Background: an optimization exercise with open tools, aiming at small area and a short achievable clock period. Do not read the settings as production practice. In this exercise RTL edits were held to simulation tests only and were not proved equivalent to the original. No activity file was given, so power comes from the tool's default toggle rates.

==> flow/design.v, too long to show whole: its modules and the start of the top module <==
// module add32: 3 lines
// module add32c: 4 lines
// module rf_read: 9 lines
// module mul_tree: 1363 lines
// module mfa: 4 lines
// module mha: 4 lines
// module RISC_V: 110 lines
module RISC_V #(parameter LENGTH = 32)(
    input clock,reset,
    input [LENGTH-1:0] HRDATA_Instr, HRDATA_Data,
    output MemWrite,
    output [LENGTH-1:0] RegisterFile_RD2_w, HADDR,
    output [LENGTH-1:0] programCounter_Output
    );
  // ...
==> flow/run.sh <==
#!/bin/bash
# synth_recipe.tcl (not shown) runs the flow's synth.tcl, then flattens the netlist and writes it again
# the make line also repeats each setting of config.mk as NAME=value (left out here)
make -C /OpenROAD-flow-scripts/flow DESIGN_CONFIG=/design/flow/config.mk WORK_HOME=/design/flow/orfs CLKGATE_MAP_FILE= SYNTH_SCRIPT=/design/flow/synth_recipe.tcl finish
==> flow/config.mk <==
export PLATFORM = sky130hd
export DESIGN_NAME = RISC_V
export DESIGN_NICKNAME = RISC_V
export VERILOG_FILES = /design/flow/design.v
export SDC_FILE = /design/flow/constraint.sdc
export NUM_CORES = 4
export LEC_CHECK = 0
export CAP_MARGIN = 20
export CORE_MARGIN = 2
export CORE_UTILIZATION = 40
export SETUP_SLACK_MARGIN = 0.6
export SLEW_MARGIN = 20
export SYNTH_HIERARCHICAL = 1
==> flow/constraint.sdc <==
create_clock -name core_clock -period 18.0 [get_ports {clock}]
set_input_delay 3.6000 -clock core_clock [delete_from_list [all_inputs] [get_ports {clock}]]
set_output_delay 3.6000 -clock core_clock [all_outputs]
set_load 0.01 [all_outputs]
==> flow_summary.ini, run 1 <==
[outcome]
status = no timing/DRC/antenna violations

[cts]
cts.sinks = 1128
cts_hold_buffers = 0
clock_latency_ns = 0.83
htree_levels = 4

[timing]
finClkSkew_ns = 0.0774
tightestPinTransition_ns = 1.24
finalSetupViolations = 0
report.final.slew_viol_count = 0
hold_viol_final = 0
slew_headroom = 0.175
rsz0062_at_grt = no

[critical_path]
arrival_ns = 11.99
crit_path_top_delay_cell = nor2b_2
path_depth = 23
critPathMostFrequentCell = buf_4

[logic_synthesis]
synth_compound_area_frac = 0.224
synth_cells = 7330
synthTopCellsByCount = edfxtp_1, a22oi_1, a21oi_1
ys_types = 125
synth_simple_gate_area_frac = 0.133

[finish]
final_cell_area_um2 = 86000
nNonClkBuffers = 499
fin_util = 0.447
multiInputCombCellCount = 5373
multi_input_area_share = 0.475
largest_class = multi-input gates
seq_share = 0.384
regMostFlops = rf

[drt]
first_iter_violations = 14700
top_layer = met5
routed_via_density = 7.58

[floorplan]
die_y_um = 443
taps = 2526
die_width_um = 443

[power]
power_leader = combinational cells
switching_share = 0.531
totalPowerFinal_mw = 19.4

[placed_design]
dp_hpwl_um = 283000
port_buffers = 162
==> module rf_read, before the edit <==
module rf_read (input [1023:0] q, input [4:0] a, input [31:0] w, input hit, output reg [31:0] d);
wire [31:0] dec = 32'b1 << a;
integer k;
always @* begin
    d = w & {32{hit}};
    for (k = 0; k < 32; k = k + 1)
        d = d | (q[32*k +: 32] & {32{dec[k] & ~hit}});
end
endmodule
==> module RISC_V, before the edit <==
module RISC_V #(parameter LENGTH = 32)(
    input clock,reset,
    input [LENGTH-1:0] HRDATA_Instr, HRDATA_Data,
    output MemWrite,
    output [LENGTH-1:0] RegisterFile_RD2_w, HADDR,
    output [LENGTH-1:0] programCounter_Output
    );
wire [31:0] ins = HRDATA_Instr;
wire [6:0] op = ins[6:0];
wire [2:0] f3 = ins[14:12];
wire [6:0] f7 = ins[31:25];
wire [4:0] rd  = ins[11:7];
wire [4:0] rs1 = ins[19:15];
wire [4:0] rs2 = ins[24:20];
wire is_r     = (op == 7'b0110011);
wire is_i     = (op == 7'b0010011);
wire is_auipc = (op == 7'b0010111);
wire is_ld    = (op == 7'b0000011);
wire is_st    = (op == 7'b0100011);
wire is_br    = (op == 7'b1100011);
wire is_jal   = (op == 7'b1101111);
wire is_jalr  = (op == 7'b1100111);
wire [31:0] immI = {{20{ins[31]}}, ins[31:20]};
wire [31:0] immS = {20'h0, ins[31:25], ins[11:7]};
wire [31:0] immB = {{19{ins[31]}}, ins[31], ins[7], ins[30:25], ins[11:8], 1'b0};
wire [31:0] immJ = {{11{ins[31]}}, ins[31], ins[19:12], ins[20], ins[30:21], 1'b0};
wire [31:0] immU = {ins[31:12], 12'h0};
reg [31:0] pc;
assign programCounter_Output = pc;
reg [31:0] p_s, p_c;      
reg        p_cin;
reg        p_slt;         
reg        p_we;
reg [4:0]  p_rd;
wire [31:0] p_sum;
add32c u_fin (.a(p_s), .b(p_c), .ci(p_cin), .s(p_sum));
wire p_lt = (p_s[31] == p_c[31]) ? p_s[31] : p_sum[31];
wire [31:0] w = p_slt ? {31'b0, p_lt} : p_sum;
reg [31:0] rf [0:31];
wire [1023:0] rfq;
genvar gq;
generate for (gq = 0; gq < 32; gq = gq + 1) begin : g_q
    assign rfq[32*gq +: 32] = rf[gq];
end endgenerate
wire hit1 = p_we & (p_rd == rs1);
wire hit2 = p_we & (p_rd == rs2);
wire [31:0] rs1v, rs2v;
rf_read u_rd1 (.q(rfq), .a(rs1), .w(w), .hit(hit1), .d(rs1v));
rf_read u_rd2 (.q(rfq), .a(rs2), .w(w), .hit(hit2), .d(rs2v));
assign RegisterFile_RD2_w = rs2v;
wire [31:0] w0 = w & {32{~reset}};
wire [31:0] w2 = (w & ~{32{reset}}) | (32'h7FFFEFFC & {32{reset}});
genvar gi;
generate for (gi = 0; gi < 32; gi = gi + 1) begin : g_rf
    always @(posedge clock)
        if (reset | (p_we & (p_rd == gi)))
            rf[gi] <= (gi == 2) ? w2 : w0;
end endgenerate
wire [31:0] A = rs1v;
wire [31:0] B = is_r ? rs2v : immI;
wire is_mul = is_r & (f7 == 7'b0000001) & (f3 == 3'b000);
wire is_alu = is_r | is_i;
wire [31:0] mul_s, mul_c;
mul_tree u_mul (.a(rs1v), .b(rs2v), .s(mul_s), .c(mul_c));
reg [31:0] x, y;
reg cin, slt;
always @* begin
    x = 32'b0; y = 32'b0; cin = 1'b0; slt = 1'b0;
    if (is_alu) begin
        case (f3)
        3'b000: begin x = A; y = B; end
        3'b100: begin x = A; y = ~B; cin = 1'b1; end
        3'b111: x = A & B;
        3'b110: x = A | B;
        3'b001: x = A << B[4:0];
        3'b101: x = A >> B;
        default: begin x = A; y = ~B; cin = 1'b1; slt = 1'b1; end
        endcase
        if (is_mul) begin x = mul_s; y = mul_c; cin = 1'b0; end
    end else if (is_ld) begin
        x = HRDATA_Data;
    end else if (is_auipc) begin
        x = pc; y = immU;
    end else begin
        x = pc; y = 32'd4;
    end
end
wire we = is_alu | is_ld | is_auipc | is_jal | is_jalr;
always @(posedge clock) begin
    p_s   <= x;
    p_c   <= y;
    p_cin <= cin;
    p_slt <= slt;
    p_rd  <= rd;
    p_we  <= we & ~reset;
end
wire [31:0] pc4  = pc + 32'd4;
wire [31:0] pcim;
add32 u_pcim (.a(pc), .b(is_jal ? immJ : immB), .s(pcim));
wire [31:0] agu;
add32 u_agu (.a(rs1v), .b(is_st ? immS : immI), .s(agu));
wire eq = (rs1v == rs2v);
wire take = is_jal | (is_br & ((f3 == 3'b000) & eq | (f3 == 3'b001) & ~eq));
wire [31:0] npc = is_jalr ? agu : take ? pcim : pc4;
always @(posedge clock, posedge reset)
    if (reset) pc <= 32'h00400000;
    else       pc <= npc;
assign HADDR = (is_ld | is_st) ? agu : pc;
assign MemWrite = is_st & ~reset;
endmodule
==> inputs of run 2 (changes only) <==
--- a/flow/design.v
+++ b/flow/design.v
@@ -1,18 +1,145 @@
 module add32 (input [31:0] a, input [31:0] b, output [31:0] s);
 assign s = a + b;
 endmodule
-module add32c (input [31:0] a, input [31:0] b, input ci, output [31:0] s);
-wire [32:0] t = {a, 1'b1} + {b, ci};
-assign s = t[32:1];
+module add32bk (input [31:0] a, input [31:0] b, input ci, output [31:0] s);
+wire [31:0] p = a ^ b;
+wire [31:0] g0 = a & b;
+wire gc0 = g0[0] | (p[0] & ci);
+wire G1 = g0[1] | (p[1] & gc0);
+wire G2 = g0[3] | (p[3] & g0[2]);
+wire P2 = p[3] & p[2];
+wire G3 = g0[5] | (p[5] & g0[4]);
+wire P3 = p[5] & p[4];
+wire G4 = g0[7] | (p[7] & g0[6]);
+wire P4 = p[7] & p[6];
+wire G5 = g0[9] | (p[9] & g0[8]);
+wire P5 = p[9] & p[8];
+wire G6 = g0[11] | (p[11] & g0[10]);
+wire P6 = p[11] & p[10];
+wire G7 = g0[13] | (p[13] & g0[12]);
+wire P7 = p[13] & p[12];
+wire G8 = g0[15] | (p[15] & g0[14]);
+wire P8 = p[15] & p[14];
+wire G9 = g0[17] | (p[17] & g0[16]);
+wire P9 = p[17] & p[16];
+wire G10 = g0[19] | (p[19] & g0[18]);
+wire P10 = p[19] & p[18];
+wire G11 = g0[21] | (p[21] & g0[20]);
+wire P11 = p[21] & p[20];
+wire G12 = g0[23] | (p[23] & g0[22]);
+wire P12 = p[23] & p[22];
+wire G13 = g0[25] | (p[25] & g0[24]);
+wire P13 = p[25] & p[24];
+wire G14 = g0[27] | (p[27] & g0[26]);
+wire P14 = p[27] & p[26];
+wire G15 = g0[29] | (p[29] & g0[28]);
+wire P15 = p[29] & p[28];
+wire G16 = g0[31] | (p[31] & g0[30]);
+wire P16 = p[31] & p[30];
+wire G17 = G2 | (P2 & G1);
+wire G18 = G4 | (P4 & G3);
+wire P18 = P4 & P3;
+wire G19 = G6 | (P6 & G5);
+wire P19 = P6 & P5;
+wire G20 = G8 | (P8 & G7);
+wire P20 = P8 & P7;
+wire G21 = G10 | (P10 & G9);
+wire P21 = P10 & P9;
+wire G22 = G12 | (P12 & G11);
+wire P22 = P12 & P11;
+wire G23 = G14 | (P14 & G13);
+wire P23 = P14 & P13;
+wire G24 = G16 | (P16 & G15);
+wire P24 = P16 & P15;
+wire G25 = G18 | (P18 & G17);
+wire G26 = G20 | (P20 & G19);
+wire P26 = P20 & P19;
+wire G27 = G22 | (P22 & G21);
+wire P27 = P22 & P21;
+wire G28 = G24 | (P24 & G23);
+wire P28 = P24 & P23;
+wire G29 = G26 | (P26 & G25);
+wire G30 = G28 | (P28 & G27);
+wire P30 = P28 & P27;
+wire G31 = G30 | (P30 & G29);
+wire G32 = G27 | (P27 & G29);
+wire G33 = G19 | (P19 & G25);
+wire G34 = G21 | (P21 & G29);
+wire G35 = G23 | (P23 & G32);
+wire G36 = G3 | (P3 & G17);
+wire G37 = G5 | (P5 & G25);
+wire G38 = G7 | (P7 & G33);
+wire G39 = G9 | (P9 & G29);
+wire G40 = G11 | (P11 & G34);
+wire G41 = G13 | (P13 & G32);
+wire G42 = G15 | (P15 & G35);
+wire G43 = g0[2] | (p[2] & G1);
+wire G44 = g0[4] | (p[4] & G17);
+wire G45 = g0[6] | (p[6] & G36);
+wire G46 = g0[8] | (p[8] & G25);
+wire G47 = g0[10] | (p[10] & G37);
+wire G48 = g0[12] | (p[12] & G33);
+wire G49 = g0[14] | (p[14] & G38);
+wire G50 = g0[16] | (p[16] & G29);
+wire G51 = g0[18] | (p[18] & G39);
+wire G52 = g0[20] | (p[20] & G34);
+wire G53 = g0[22] | (p[22] & G40);
+wire G54 = g0[24] | (p[24] & G32);
+wire G55 = g0[26] | (p[26] & G41);
+wire G56 = g0[28] | (p[28] & G35);
+wire G57 = g0[30] | (p[30] & G42);
+assign s[0] = p[0] ^ ci;
+assign s[1] = p[1] ^ gc0;
+assign s[2] = p[2] ^ G1;
+assign s[3] = p[3] ^ G43;
+assign s[4] = p[4] ^ G17;
+assign s[5] = p[5] ^ G44;
+assign s[6] = p[6] ^ G36;
+assign s[7] = p[7] ^ G45;
+assign s[8] = p[8] ^ G25;
+assign s[9] = p[9] ^ G46;
+assign s[10] = p[10] ^ G37;
+assign s[11] = p[11] ^ G47;
+assign s[12] = p[12] ^ G33;
+assign s[13] = p[13] ^ G48;
+assign s[14] = p[14] ^ G38;
+assign s[15] = p[15] ^ G49;
+assign s[16] = p[16] ^ G29;
+assign s[17] = p[17] ^ G50;
+assign s[18] = p[18] ^ G39;
+assign s[19] = p[19] ^ G51;
+assign s[20] = p[20] ^ G34;
+assign s[21] = p[21] ^ G52;
+assign s[22] = p[22] ^ G40;
+assign s[23] = p[23] ^ G53;
+assign s[24] = p[24] ^ G32;
+assign s[25] = p[25] ^ G54;
+assign s[26] = p[26] ^ G41;
+assign s[27] = p[27] ^ G55;
+assign s[28] = p[28] ^ G35;
+assign s[29] = p[29] ^ G56;
+assign s[30] = p[30] ^ G42;
+assign s[31] = p[31] ^ G57;
 endmodule
-module rf_read (input [1023:0] q, input [4:0] a, input [31:0] w, input hit, output reg [31:0] d);
+module rf_read (input [1023:0] q, input [4:0] a, input [31:0] w, input hit, output [31:0] d);
 wire [31:0] dec = 32'b1 << a;
-integer k;
-always @* begin
-    d = w & {32{hit}};
-    for (k = 0; k < 32; k = k + 1)
-        d = d | (q[32*k +: 32] & {32{dec[k] & ~hit}});
-end
+wire [32:0] sel = {hit, dec & {32{~hit}}};
+genvar j, g;
+generate for (j = 0; j < 32; j = j + 1) begin : g_bit
+    wire [32:0] v = {w[j], q[j+992], q[j+960], q[j+928], q[j+896], q[j+864], q[j+832], q[j+800],
+                     q[j+768], q[j+736], q[j+704], q[j+672], q[j+640], q[j+608], q[j+576], q[j+544],
+                     q[j+512], q[j+480], q[j+448], q[j+416], q[j+384], q[j+352], q[j+320], q[j+288],
+                     q[j+256], q[j+224], q[j+192], q[j+160], q[j+128], q[j+96], q[j+64], q[j+32], q[j]};
+    wire [10:0] n;
+    for (g = 0; g < 11; g = g + 1) begin : g_grp
+        aoi222 u (.a1(v[3*g]), .b1(sel[3*g]), .a2(v[3*g+1]), .b2(sel[3*g+1]),
+                  .a3(v[3*g+2]), .b3(sel[3*g+2]), .y(n[g]));
+    end
+    assign d[j] = ~&n;
+end endgenerate
+endmodule
+module aoi222 (input a1, input b1, input a2, input b2, input a3, input b3, output y);
+assign y = ~((a1 & b1) | (a2 & b2) | (a3 & b3));
 endmodule
 module mul_tree (input [31:0] a, input [31:0] b, output [31:0] s, output [31:0] c);
 wire pp0_0;
@@ -1417,12 +1544,18 @@
 reg [31:0] p_s, p_c;      
 reg        p_cin;
 reg        p_slt;         
+reg        p_rev;         
 reg        p_we;
 reg [4:0]  p_rd;
 wire [31:0] p_sum;
-add32c u_fin (.a(p_s), .b(p_c), .ci(p_cin), .s(p_sum));
+add32bk u_fin (.a(p_s), .b(p_c), .ci(p_cin), .s(p_sum));
 wire p_lt = (p_s[31] == p_c[31]) ? p_s[31] : p_sum[31];
-wire [31:0] w = p_slt ? {31'b0, p_lt} : p_sum;
+wire [31:0] p_sum_r;
+genvar gr;
+generate for (gr = 0; gr < 32; gr = gr + 1) begin : g_rev
+    assign p_sum_r[gr] = p_sum[31-gr];
+end endgenerate
+wire [31:0] w = p_slt ? {31'b0, p_lt} : p_rev ? p_sum_r : p_sum;
 reg [31:0] rf [0:31];
 wire [1023:0] rfq;
 genvar gq;
@@ -1447,20 +1580,30 @@
 wire [31:0] B = is_r ? rs2v : immI;
 wire is_mul = is_r & (f7 == 7'b0000001) & (f3 == 3'b000);
 wire is_alu = is_r | is_i;
+wire is_sll = (f3 == 3'b001);
+wire is_srl = (f3 == 3'b101);
+wire [31:0] rs1r;
+generate for (gr = 0; gr < 32; gr = gr + 1) begin : g_rev1
+    assign rs1r[gr] = rs1v[31-gr];
+end endgenerate
+wire big = is_srl & (|B[31:5]);
+wire [31:0] oh = big ? 32'b0 : (32'b1 << B[4:0]);
+wire [31:0] ma = is_srl ? rs1r : rs1v;
+wire [31:0] mb = (is_sll | is_srl) ? oh : rs2v;
 wire [31:0] mul_s, mul_c;
-mul_tree u_mul (.a(rs1v), .b(rs2v), .s(mul_s), .c(mul_c));
+mul_tree u_mul (.a(ma), .b(mb), .s(mul_s), .c(mul_c));
 reg [31:0] x, y;
-reg cin, slt;
+reg cin, slt, rev;
 always @* begin
-    x = 32'b0; y = 32'b0; cin = 1'b0; slt = 1'b0;
+    x = 32'b0; y = 32'b0; cin = 1'b0; slt = 1'b0; rev = 1'b0;
     if (is_alu) begin
         case (f3)
         3'b000: begin x = A; y = B; end
         3'b100: begin x = A; y = ~B; cin = 1'b1; end
         3'b111: x = A & B;
         3'b110: x = A | B;
-        3'b001: x = A << B[4:0];
-        3'b101: x = A >> B;
+        3'b001: begin x = mul_s; y = mul_c; end
+        3'b101: begin x = mul_s; y = mul_c; rev = 1'b1; end
         default: begin x = A; y = ~B; cin = 1'b1; slt = 1'b1; end
         endcase
         if (is_mul) begin x = mul_s; y = mul_c; cin = 1'b0; end
@@ -1478,17 +1621,17 @@
     p_c   <= y;
     p_cin <= cin;
     p_slt <= slt;
+    p_rev <= rev;
     p_rd  <= rd;
     p_we  <= we & ~reset;
 end
-wire [31:0] pc4  = pc + 32'd4;
 wire [31:0] pcim;
-add32 u_pcim (.a(pc), .b(is_jal ? immJ : immB), .s(pcim));
 wire [31:0] agu;
 add32 u_agu (.a(rs1v), .b(is_st ? immS : immI), .s(agu));
 wire eq = (rs1v == rs2v);
 wire take = is_jal | (is_br & ((f3 == 3'b000) & eq | (f3 == 3'b001) & ~eq));
-wire [31:0] npc = is_jalr ? agu : take ? pcim : pc4;
+add32bk u_pcim (.a(pc), .b(is_jal ? immJ : take ? immB : 32'd4), .ci(1'b0), .s(pcim));
+wire [31:0] npc = is_jalr ? agu : pcim;
 always @(posedge clock, posedge reset)
     if (reset) pc <= 32'h00400000;
     else       pc <= npc;
--- a/flow/config.mk
+++ b/flow/config.mk
@@ -8,6 +8,7 @@
 export CAP_MARGIN = 20
 export CORE_MARGIN = 2
 export CORE_UTILIZATION = 40
+export CTS_BUF_LIST = sky130_fd_sc_hd__clkbuf_8
 export SETUP_SLACK_MARGIN = 0.6
 export SLEW_MARGIN = 20
 export SYNTH_HIERARCHICAL = 1
==> run 2 against run 1 <==
Global-route usage down 9.9 points. Highest routed layer unchanged. Cell count is 20% lower. Sequential cell count increased by 1.
==> flow_summary.ini, run 2 <==
[grt]
grt_first_pass_wirelength_um = 410000
grt_max_degree = 72
grt_antenna_before_repair = 25
grt_pass1_vias = 53300
grt_usage = 0.332
grt_remaining_overflow = 0

[logic_synthesis]
synthTopCellsByCount = edfxtp_1, a222oi_1, a21oi_1
syn_area_um2 = 67900
synthTopCellsByArea = edfxtp_1, a222oi_1, fa_1
synth_warnings = 8
synth_cells = 5409
synth_edf_count = 1024
yosys_most_used_dff = edfxtp_1
synth_seq_cells = 1129
seq_area_frac_synth = 0.486
synth-async-reset-ratio = 0.0283
syn_avg_cell_area_um2 = 12.6
ys_types = 97
synth_top_area_share = 0.453
synth_top_area_cell = edfxtp_1
synthMostInstantiatedCell = edfxtp_1

[drt]
antenna_left = 0
routed_via_density = 7.16
dr_total_vias = 56800
wl_per_cell_um = 37.7
dr.pass1.iters = 14
drc = 0
first_iter_violations = 13200
wirelength_um = 299000

[power]
power_leakage_nw = 27.6
internal_power_mw = 7.88
switching_share = 0.485
totalPowerFinal_mw = 15.3
p_comb_frac = 0.600
switchingPower_mw = 7.42
cellPowerDensity_nw_per_um2 = 201
power_frac_seq = 0.260
max-vdd-ir-drop_v = 0.000673
clock_power_share = 0.140

[cts]
postCtsSetupBuffers = 0
cts-root-buf = clkbuf_8
cts_buffers = 181
clk_pin_slew_ns = 0.07
cts.sinks = 1129
cts_tree = yes
clock_latency_ns = 1.00
cts_max_path_buffers = 3
cts_resized = 0
htree_levels = 4
cts_hold_buffers = 0

[critical_path]
required_ns = 14.40
r2r-end = p_s[31]$_DFF_P_
reg2reg_slack_ns = 5.17
worstSetupEndpointType = output pin
r2r-start = p_s[0]$_DFF_P_
worstPathMaxFanout = 32
crit_path_start_kind = input pin
critPathKind = in2out
arrival_ns = 11.30
reg2reg_depth = 32

[timing]
fin_crit_sh = 0.828
rsz0062_at_grt = no
finalSetupViolations = 0
slew_headroom = 0.201
hold_viol_final = 0
fin_crit_ns = 14.90
max_freq_ghz = 0.0671
finClkSkew_ns = 0.0724
report.final.slew_viol_count = 0
tns_ns = 0
tightestPinTransition_ns = 1.19
setup_ws_ns = 3.10

[finish]
final_cell_area_um2 = 76000
regMostFlops = rf
largest_reg_flops = 1024
syn_to_final_growth_pct = 11.8
final_cell_mix = edfxtp_1, a222oi_1, a21oi_1
final_common_cell = edfxtp_1
drive_gt1_frac = 0.181
finalNetCount = 5992

[floorplan]
rows = 151
die_area_um2 = 173000
die_y_um = 416
core-area_um2 = 169000
die_width_um = 416
initial_utilization = 0.402
pin_count = 163

[min_path]
min_to = rf[2][8]$_DFFE_PP_
hold_path.class = reg2reg
min-delay-start = p_slt$_SDFF_PP0_
holdPathStages = 1

[placed_design]
gp_congestion = 1.03
place_area_um2 = 72600
dp_hpwl_um = 197000
port_buffers = 162
dp_slack_ns = 3.30

[run]
cap_violations = 0

[outcome]
status = no timing/DRC/antenna violations
==> run 2: cell families after synthesis <==
kind of cell,after synthesis,share of synthesized area
AO/OA/AOI/OAI,1845,0.224
XOR/XNOR,167,0.0215
adder cells (fa/ha/maj),390,0.0978
buffers and inverters,499,0.0385
flip-flops,1129,0.486
multiplexers,311,0.0527
other,2,0.000111
AND/OR/NAND/NOR,1066,0.0797
==> run 2: how the worst max path moves through the flow <==
stage,startpoint,to,cells past startpoint
final,HRDATA_Instr[17],HADDR[27],21
after global routing,HRDATA_Instr[17],HADDR[27],21
after CTS,HRDATA_Instr[17],HADDR[27],21
after detailed placement,HRDATA_Instr[22],p_s[30]$_DFF_P_,27
after global placement,HRDATA_Instr[20],p_s[26]$_DFF_P_,27
after floorplan,HRDATA_Instr[22],p_s[31]$_DFF_P_,25
==> run 2: cell type report <==
type	instances	area [um^2]
clock buffer	187	2570
timing repair buffer	400	3400
fill	15300	93100
sequential	1129	33000
inverter	71	269
antenna	14	35.0
clock inverter	134	778
tap	2218	2780
multi-input combinational	3782	33100
==> run 2: metal layers <==
layer	vias to the layer above	GRT usage	part of all wire
li1	23100	-	-
met1	28300	0.420	0.36
met2	4507	0.489	0.43
met3	841	0.111	0.14
met4	14	0.207	0.076
met5	-	0	0.00029
==> run 2: modules after synthesis, one instance, submodules excluded, a selection <==
module | flip-flops and latches | cells inside | copies in the design
add32bk | 0 | 149 | 2
aoi222 | 0 | 1 | 704
add32 | 0 | 243 | 1
rf_read | 0 | 178 | 2
mul_tree | 0 | 1429 | 1
RISC_V | 1129 | 2140 | 1
mfa | 0 | 1 | 210
==> run 2: power by group through the flow <==
stage	Combinational (mW)	Clock (mW)	Sequential, mW
floorplan	6.12	0	3.92
global placement	8.80	0	3.99
detailed placement	8.89	0	4.02
CTS	8.94	2.14	3.97
global route	9.33	2.25	4.04
finish	9.19	2.14	3.98
==> run 2: metrics by stage <==
step	hold slack, ns	util	instances
floorplan	0.607	-	5410
global placement	0.688	0.429	7600
detailed placement	0.695	0.429	7600
CTS	0.692	0.449	7921
global route	0.729	0.449	7925
finish	0.697	0.449	7935
==> run 2: worst max-delay path, cell delays in order <==
cell,delay (ns)
clkdlybuf4s50_1,0.47
buf_4,0.33
xor2_1,0.12
nor4_1,0.28
and3_1,0.44
buf_4,0.54
nand4bb_1,0.40
nor2_2,0.05
buf_4,0.32
a222oi_1,0.46
nand4_1,0.48
or3_1,0.84
ha_1,0.57
nand4_1,0.32
nor4_2,0.39
and3_1,0.21
o21bai_1,0.15
or2_1,0.15
xor2_1,0.33
mux2_2,0.23
clkdlybuf4s50_1,0.53
==> inputs of run 3 (changes only) <==
--- a/flow/config.mk
+++ b/flow/config.mk
@@ -9,6 +9,6 @@
 export CORE_MARGIN = 2
 export CORE_UTILIZATION = 40
 export CTS_BUF_LIST = sky130_fd_sc_hd__clkbuf_8
-export SETUP_SLACK_MARGIN = 0.6
+export SETUP_SLACK_MARGIN = 5
 export SLEW_MARGIN = 20
 export SYNTH_HIERARCHICAL = 1
==> run 3 against run 2 <==
Still clean on timing, DRC and antenna. Register-to-register slack improved by 0.74 ns. Sequential share of layout area is 1.2 points lower. Clock-buffer cell count did not move. Total power rose by 0.82%. Cell count rose by 1.1%. Synthesized cell count unchanged. First-iteration DRC count is essentially flat. Core utilization rose by 1.2 points. Design area is 2.7% higher. Clock power about the same. Combinational power increased by 1%. Critical path depth decreased by 1. Largest cell class unchanged.
==> flow_summary.ini, run 3 <==
[cts]
clk_pin_slew_ns = 0.07
clock_latency_ns = 0.98
cts_max_path_buffers = 3
cts_tree = yes
cts-root-buf = clkbuf_8
cts_hold_buffers = 0
htree_levels = 4
cts.sinks = 1129
cts_buffers = 181

[finish]
final_cell_mix = edfxtp_1, a222oi_1, a21oi_1
syn_to_final_growth_pct = 14.9
drive_gt1_frac = 0.216
stdcell_count = 8024
nFillCells = 15100
regMostFlops = rf
final_common_cell = edfxtp_1
finalNetCount = 6081
largest_reg_flops = 1024

[timing]
slew_headroom = 0.227
finalSetupViolations = 0
rsz0062_at_grt = yes
report.final.slew_viol_count = 0
fin_crit_sh = 0.727
max_freq_ghz = 0.0764
hold_viol_final = 0
tightestPinTransition_ns = 1.13
finClkSkew_ns = 0.0831
tns_ns = 0
fin_crit_ns = 13.08

[run]
cap_violations = 0

[placed_design]
gp_congestion = 1.03
dp_hpwl_um = 197000
port_buffers = 162
place_inst = 7600

[floorplan]
core-area_um2 = 169000
die_y_um = 416
pin_count = 163
rows = 151
die_area_um2 = 173000
initial_utilization = 0.402
die_width_um = 416

[critical_path]
arrival_ns = 9.48
crit_chain = clkdlybuf4s50_1, buf_8, xnor2_1, and3_4, nand4b_1, buf_4, nor2_2, buf_6, a222oi_1, nand4_1, or3_4, ha_4, a211oi_2, nor2_2, o311ai_4, nor2b_2, o21ai_0, xor2_1, mux2_2, clkdlybuf4s50_1
required_ns = 14.40
crit_path_top_delay_cell = or3_4
crit_path_start_kind = input pin
worstPathMaxFanout = 32
worstSetupEndpointType = output pin
crit_buf_inv = 5
critPathTopFamily = simple AND/OR/NAND/NOR gates
critPathKind = in2out
max_stage_delay_ns = 0.56

[logic_synthesis]
synth_cells = 5409
synth_edf_count = 1024
synth-async-reset-ratio = 0.0283
syn_area_um2 = 67900
synth_top_area_cell = edfxtp_1
synthMostInstantiatedCell = edfxtp_1
synth_top_area_share = 0.453
ys_types = 97
synthTopCellsByArea = edfxtp_1, a222oi_1, fa_1
yosys_most_used_dff = edfxtp_1
synthTopCellsByCount = edfxtp_1, a222oi_1, a21oi_1
synth_seq_cells = 1129
syn_avg_cell_area_um2 = 12.6
synth_warnings = 8
seq_area_frac_synth = 0.486

[outcome]
status = no timing/DRC/antenna violations

[power]
internal_power_mw = 7.97
power_frac_seq = 0.258
switching_share = 0.483
cellPowerDensity_nw_per_um2 = 198
p_comb_frac = 0.603
max-vdd-ir-drop_v = 0.000670
switchingPower_mw = 7.46
clock_power_share = 0.139
power_leakage_nw = 28.5

[grt]
grt_remaining_overflow = 0
grt_pass1_vias = 54000
grt_first_pass_wirelength_um = 417000
grt_antenna_before_repair = 19
grt_usage = 0.339
grt_max_degree = 72

[drt]
antenna_left = 0
drc = 0
wirelength_um = 306000
wl_per_cell_um = 38.1
dr_total_vias = 57700
routed_via_density = 7.19
dr.pass1.iters = 15
first_iter_violations = 13200

[min_path]
hold_path.class = reg2reg
## run 3: timing repair
action / in CTS / in global routing
setup endpoints to repair: 58 / 54
gates cloned: 8 / 4
buffers inserted: 61 / 16
resized for setup: 203 / 86
pin swaps: 80 / 58
## run 3: per-module statistics from Yosys (local to each module, per instance)
module	flip-flops and latches	times used	cells	cell area [um^2]
add32bk	0	2	149	1300
RISC_V	1129	1	2140	39400
add32	0	1	243	1750
mha	0	29	1	12.5
mul_tree	0	1	1429	10400
aoi222	0	704	1	10.0
mfa	0	210	1	20.0
rf_read	0	2	178	1070
## run 3: final timing paths
path,depth (start not counted),startpoint,slack (ns),to
worst min-delay path,2,pc[7]$_DFF_PP0_,0.69,p_s[7]$_DFF_P_
worst min register to register,2,pc[7]$_DFF_PP0_,0.69,p_s[7]$_DFF_P_
min in group asynchronous,4,reset,3.43,pc[3]$_DFF_PP0_
worst max register to register,33,p_s[0]$_DFF_P_,5.91,p_s[25]$_DFF_P_
max in group asynchronous,4,reset,14.14,pc[28]$_DFF_PP0_
worst max-delay path,20,HRDATA_Instr[15],4.92,HADDR[13]
## run 3: logic make-up (layout without fill, tap and decap cells)
kind of cell,count (synthesis),count (layout),share of synthesized area
other,2,17,0.000111
AO/OA/AOI/OAI,1845,1848,0.224
multiplexers,311,311,0.0527
XOR/XNOR,167,167,0.0215
buffers and inverters,499,876,0.0385
adder cells (fa/ha/maj),390,390,0.0978
AND/OR/NAND/NOR,1066,1068,0.0797
flip-flops,1129,1129,0.486
## run 3: cell type report
type	instances	area, um^2	share of cell area
timing repair buffer	484	4550	0.0584
multi-input combinational	3787	34000	0.436
clock inverter	134	778	0.00997
clock buffer	187	2570	0.0330
sequential	1129	33000	0.423
tap	2218	2780	0.0356
antenna	14	35.0	0.000449
inverter	71	269	0.00345
## run 3: power by group through the flow
| stage | Combinational (mW) | Sequential (mW) | Clock (mW) |
|---|---|---|---|
| after floorplan | 6.12 | 3.92 | 0 |
| after global placement | 8.80 | 3.99 | 0 |
| after detailed placement | 8.89 | 4.02 | 0 |
| after CTS | 9.04 | 3.97 | 2.14 |
| after global routing | 9.50 | 4.04 | 2.25 |
| final | 9.31 | 3.98 | 2.14 |
## run 3: metrics by stage
| step | setup slack [ns] | total power, mW | hold WS, ns | utilization | area [um^2] |
|---|---|---|---|---|---|
| 3_5_place_dp | 3.30 | 12.9 | 0.695 | 0.429 | 72600 |
| 2_1_floorplan | 5.44 | 10.0 | 0.607 | - | 67900 |
| 4_1_cts | 5.00 | 15.1 | 0.692 | 0.458 | 77500 |
| 6_report | 4.92 | 15.4 | 0.687 | 0.462 | 78000 |
| 3_3_place_gp | 3.33 | 12.8 | 0.688 | 0.429 | 72600 |
| 5_1_grt | 4.90 | 15.8 | 0.728 | 0.461 | 78000 |
## run 3: per-layer routing
| metal | wire length [um] | vias to the layer above | GRT usage |
|---|---|---|---|
| met3 | 43500 | 919 | 0.124 |
| met5 | 47 | - | 0 |
| met2 | 130000 | 4703 | 0.496 |
| met1 | 109000 | 28800 | 0.423 |
| met4 | 22900 | 8 | 0.213 |
| li1 | - | 23300 | - |
## run 3: worst reg2reg max path, delay by kind of cell, from the launching register on
kind	cells	cell delay, ns
muxes	2	0.88
and+or+nand+nor	5	1.87
xor gates and xnor gates	2	0.36
AOI/OAI and AO/OA	13	4.37
buffers and inverters	2	0.12
DFF	1	0.30
adders and majority gates	9	4.07
==> inputs of run 4 (changes only) <==
--- a/flow/design.v
+++ b/flow/design.v
@@ -121,9 +121,10 @@
 assign s[30] = p[30] ^ G42;
 assign s[31] = p[31] ^ G57;
 endmodule
-module rf_read (input [1023:0] q, input [4:0] a, input [31:0] w, input hit, output [31:0] d);
+module rf_read (input [1023:0] q, input [4:0] a, input [31:0] w, input hit, input [31:0] npend,
+                output [31:0] d);
 wire [31:0] dec = 32'b1 << a;
-wire [32:0] sel = {hit, dec & {32{~hit}}};
+wire [32:0] sel = {hit, dec & npend};
 genvar j, g;
 generate for (j = 0; j < 32; j = j + 1) begin : g_bit
     wire [32:0] v = {w[j], q[j+992], q[j+960], q[j+928], q[j+896], q[j+864], q[j+832], q[j+800],
@@ -1565,15 +1566,16 @@
 wire hit1 = p_we & (p_rd == rs1);
 wire hit2 = p_we & (p_rd == rs2);
 wire [31:0] rs1v, rs2v;
-rf_read u_rd1 (.q(rfq), .a(rs1), .w(w), .hit(hit1), .d(rs1v));
-rf_read u_rd2 (.q(rfq), .a(rs2), .w(w), .hit(hit2), .d(rs2v));
+wire [31:0] pend = {31'b0, p_we} << p_rd;
+rf_read u_rd1 (.q(rfq), .a(rs1), .w(w), .hit(hit1), .npend(~pend), .d(rs1v));
+rf_read u_rd2 (.q(rfq), .a(rs2), .w(w), .hit(hit2), .npend(~pend), .d(rs2v));
 assign RegisterFile_RD2_w = rs2v;
 wire [31:0] w0 = w & {32{~reset}};
 wire [31:0] w2 = (w & ~{32{reset}}) | (32'h7FFFEFFC & {32{reset}});
 genvar gi;
 generate for (gi = 0; gi < 32; gi = gi + 1) begin : g_rf
     always @(posedge clock)
-        if (reset | (p_we & (p_rd == gi)))
+        if (reset | pend[gi])
             rf[gi] <= (gi == 2) ? w2 : w0;
 end endgenerate
 wire [31:0] A = rs1v;
==> flow/flow/run.sh (new file) <==
#!/bin/bash
set -euo pipefail
MARGIN=$(cat flow/margin.txt)
bash standard.sh synth > synth.log 2>&1
bash standard.sh SETUP_SLACK_MARGIN="$MARGIN" finish > layout.log 2>&1
==> flow/flow/margin.txt (new file) <==
7.5
==> flow/standard.sh (new file) <==
#!/bin/bash
# synth_recipe.tcl (not shown) runs the flow's synth.tcl, then flattens the netlist and writes it again
# the make line also repeats each setting of config.mk as NAME=value (left out here)
make -C /OpenROAD-flow-scripts/flow DESIGN_CONFIG=/design/flow/config.mk WORK_HOME=/design/flow/orfs CLKGATE_MAP_FILE= SYNTH_SCRIPT=/design/flow/synth_recipe.tcl "${@:-finish}"
--- a/flow/config.mk
+++ b/flow/config.mk
@@ -9,6 +9,6 @@
 export CORE_MARGIN = 2
 export CORE_UTILIZATION = 40
 export CTS_BUF_LIST = sky130_fd_sc_hd__clkbuf_8
-export SETUP_SLACK_MARGIN = 5
+export SETUP_SLACK_MARGIN = 0.6
 export SLEW_MARGIN = 20
 export SYNTH_HIERARCHICAL = 1
removed: flow/run.sh
==> run 4 against run 3 <==
Still clean. Hold slack improved by 0.096 ns. Critical path depth is 2 lower. First-iteration DRC count up 17%.
==> flow_summary.ini, run 4 <==
[logic_synthesis]
synthTopCellsByCount = edfxtp_1, a222oi_1, a21oi_1
synth_compound_area_frac = 0.217
synthAdderAreaFrac = 0.0978
synth_simple_gate_area_frac = 0.0780
synth_top_family_by_area = compound AO/OA/AOI/OAI gates
syn_area_um2 = 68000
synth_xor_area_frac = 0.0215
synth_edf_count = 1024
seq_area_frac_synth = 0.486
syn_avg_cell_area_um2 = 12.7
synth_mux_area_frac = 0.0608
synth_seq_cells = 1129
synthMostInstantiatedCell = edfxtp_1
yosys_most_used_dff = edfxtp_1
synth_top_area_cell = edfxtp_1
synthTopCellsByArea = edfxtp_1, a222oi_1, fa_1
synth_warnings = 8
ys_types = 95
synth_top_area_share = 0.452
synth-async-reset-ratio = 0.0283
synth_cells = 5341

[grt]
grt_first_pass_wirelength_um = 448000
grt_usage = 0.367
grt_pass1_vias = 55800
grt_antenna_before_repair = 41
grt_max_degree = 67
grt_remaining_overflow = 0

[timing]
finClkSkew_ns = 0.0753
tightestPinTransition_ns = 1.24
rsz0062_at_grt = yes
report.final.slew_viol_count = 0
hold_viol_final = 0
fin_crit_sh = 0.673
finalSetupViolations = 0
max_freq_ghz = 0.0826
slew_headroom = 0.169
fin_crit_ns = 12.11
tns_ns = 0

[placed_design]
dp_hpwl_um = 196000
place_area_um2 = 72100
place_inst = 7476
gp_congestion = 1.02
port_buffers = 162

[power]
max-vdd-ir-drop_v = 0.000389
power_leakage_nw = 31.0
cellPowerDensity_nw_per_um2 = 183
totalPowerFinal_mw = 15.2

[drt]
drc = 0
wl_per_cell_um = 40.6
dr_total_vias = 61800
first_iter_violations = 15500
antenna_left = 0
dr.pass1.iters = 22
wirelength_um = 335000
routed_via_density = 7.49

[finish]
final_common_cell = edfxtp_1
final_cell_area_um2 = 83400
regMostFlops = rf
drive_gt1_frac = 0.302
stdcell_count = 8252
finalNetCount = 6286
fin_util = 0.493
syn_to_final_growth_pct = 22.8
largest_reg_flops = 1024
final_cell_mix = edfxtp_1, a222oi_1, buf_4

[critical_path]
required_ns = 14.40
worstSetupEndpointType = output pin
r2r-start = p_s[0]$_DFF_P_
crit_path_start_kind = input pin
reg2reg_depth = 38
critPathKind = in2out
startpoint = HRDATA_Instr[19]
worstPathMaxFanout = 6
arrival_ns = 8.51

[cts]
cts_buffers = 180
cts-root-buf = clkbuf_8
cts_tree = yes
clk_pin_slew_ns = 0.06
cts_max_path_buffers = 3
htree_levels = 4
cts.sinks = 1129
cts_hold_buffers = 0
clock_latency_ns = 0.97

[floorplan]
core-area_um2 = 169000
die_area_um2 = 173000
initial_utilization = 0.402
pin_count = 163
die_y_um = 416
die_width_um = 416
rows = 151

[min_path]
holdPathStages = 1
hold_path.class = reg2reg
min-delay-start = p_slt$_SDFF_PP0_

[outcome]
status = no timing/DRC/antenna violations

[run]
cap_violations = 0
-- run 4: changes by cell type after synthesis, sizes merged, moves of 15 or more --
cell,delta
a222oi,+19
nand2,-17
o22ai,+19
mux2i,+39
a21oi,-35
o21ai,-40
and3,+51
mux2,+15
o21a,+17
a211oi,-15
nor2,-68
nor3,-18
-- run 4: report_power, final --
group          leakage, nW  internal (mW)  total [mW]  switching (mW)
logic                 17.6           3.68        9.08            5.40
clock network         1.97           1.07        2.19            1.12
registers             11.4           3.63        3.98           0.356
total                 31.0           8.38        15.2            6.87
-- run 4: stage by stage --
stage / worst slack, ns / hold WS (ns)
2_1_floorplan: 7.49 / 0.623
3_3_place_gp: 3.72 / 0.754
3_5_place_dp: 3.63 / 0.763
4_1_cts: 6.19 / 0.772
5_1_grt: 5.97 / 0.822
6_report: 5.89 / 0.784
-- run 4: worst paths after layout --
check,slack [ns],end
worst min register to register,0.78,rf[2][19]$_DFFE_PP_
worst min-delay path,0.78,rf[2][19]$_DFFE_PP_
worst max register to register,6.81,p_s[30]$_DFF_P_
worst max-delay path,5.89,HADDR[18]
min in group asynchronous,4.35,pc[3]$_DFF_PP0_
max in group asynchronous,13.26,pc[22]$_DFF_PP1_
-- run 4: worst max-delay path, stage by stage --
cell and delay [ns]:
buf_12 0.10, buf_12 0.15, and3b_2 0.30, and3_4 0.27, a222oi_1 0.34, nand4_1 0.71, or3_4 0.76, buf_6 0.16
fa_2 0.41, a211oi_4 0.27, o21bai_2 0.13, a21oi_2 0.21, a21o_4 0.20, a211o_1 0.14, and3b_2 0.22, xnor2_2 0.11
mux2_4 0.28, buf_6 0.13
-- run 4: timing repair --
| action | 4_1_cts | 5_1_grt |
|---|---|---|
| setup buffers | 239 | 101 |
| resized for setup | 704 | 254 |
| gates cloned | 66 | 12 |
| endpoints found under the setup margin | 137 | 86 |
| pin swaps | 259 | 247 |
-- run 4: Yosys stat by module (local to each module, per instance) --
module    cells  flops+latches
RISC_V     2091           1129
mul_tree   1422              0
add32       243              0
add32bk     149              0
rf_read     172              0
mfa           1              0
mha           1              0
aoi222        1              0
-- run 4: final cells by class --
class                           count  area (um^2)
Clock buffer                      189         2600
Antenna cell                       28         70.1
Inverter                           86          325
Tap cell                         2218         2780
Multi-Input combinational cell   3754        36200
Fill cell                       14500        85700
Timing Repair Buffer              708         7630
Clock inverter                    140          841
Sequential cell                  1129        33000
-- run 4: metal layers --
| metal | global-route usage | routed length, um | vias to the layer above |
|---|---|---|---|
| li1 | - | - | 23800 |
| met1 | 0.467 | 117000 | 30400 |
| met2 | 0.501 | 130000 | 6191 |
| met3 | 0.183 | 61900 | 1450 |
| met4 | 0.204 | 25700 | 38 |
| met5 | 0.00556 | 398 | - |
-- run 4: logic make-up (layout without fill, tap and decap cells) --
kind of cell	count (synthesis)	after routing
AOI/OAI and AO/OA	1763	1765
DFF	1129	1129
adders and majority gates	390	390
and+or+nand+nor	1022	1064
muxes	365	365
buffers and inverters	503	1123
xor gates and xnor gates	167	167
other	2	31

re-timing with driven ports:
Ports are ideal in the flow. The routed layouts listed here were re-timed in OpenROAD. Step 1 assumes that a clkbuf_16 drives the clock port and a buf_2 every other input. Step 2 adds t to the input delays and takes it off the output delays; t is the mean of the earliest and latest rising clock arrival at the registers after step 1. Input paths then give back, and output paths get back, about the clock's delay inside the block. Slacks: no drivers / after step 1 / after step 2; pairs: no drivers / after step 1.
| run | t, ns | setup slack, ns | latest minus earliest clock arrival (ns) | pins driven straight from the clock port |
|---|---|---|---|---|
| run 1 | 0.873 | 2.405 / 2.382 / 2.382 | 0.077 / 0.077 | 1 |
| run 2 | 1.045 | 3.095 / 3.071 / 2.838 | 0.073 / 0.072 | 1 |
| run 3 | 1.018 | 4.917 / 4.880 / 4.039 | 0.083 / 0.083 | 1 |
| run 4 | 1.018 | 5.887 / 5.819 / 5.769 | 0.078 / 0.078 | 1 |
After both steps setup and hold are still met in every run listed. For run 3, which loses most, drivers alone change the setup slack by -0.037 ns; drivers and shift together by -0.878 ns.
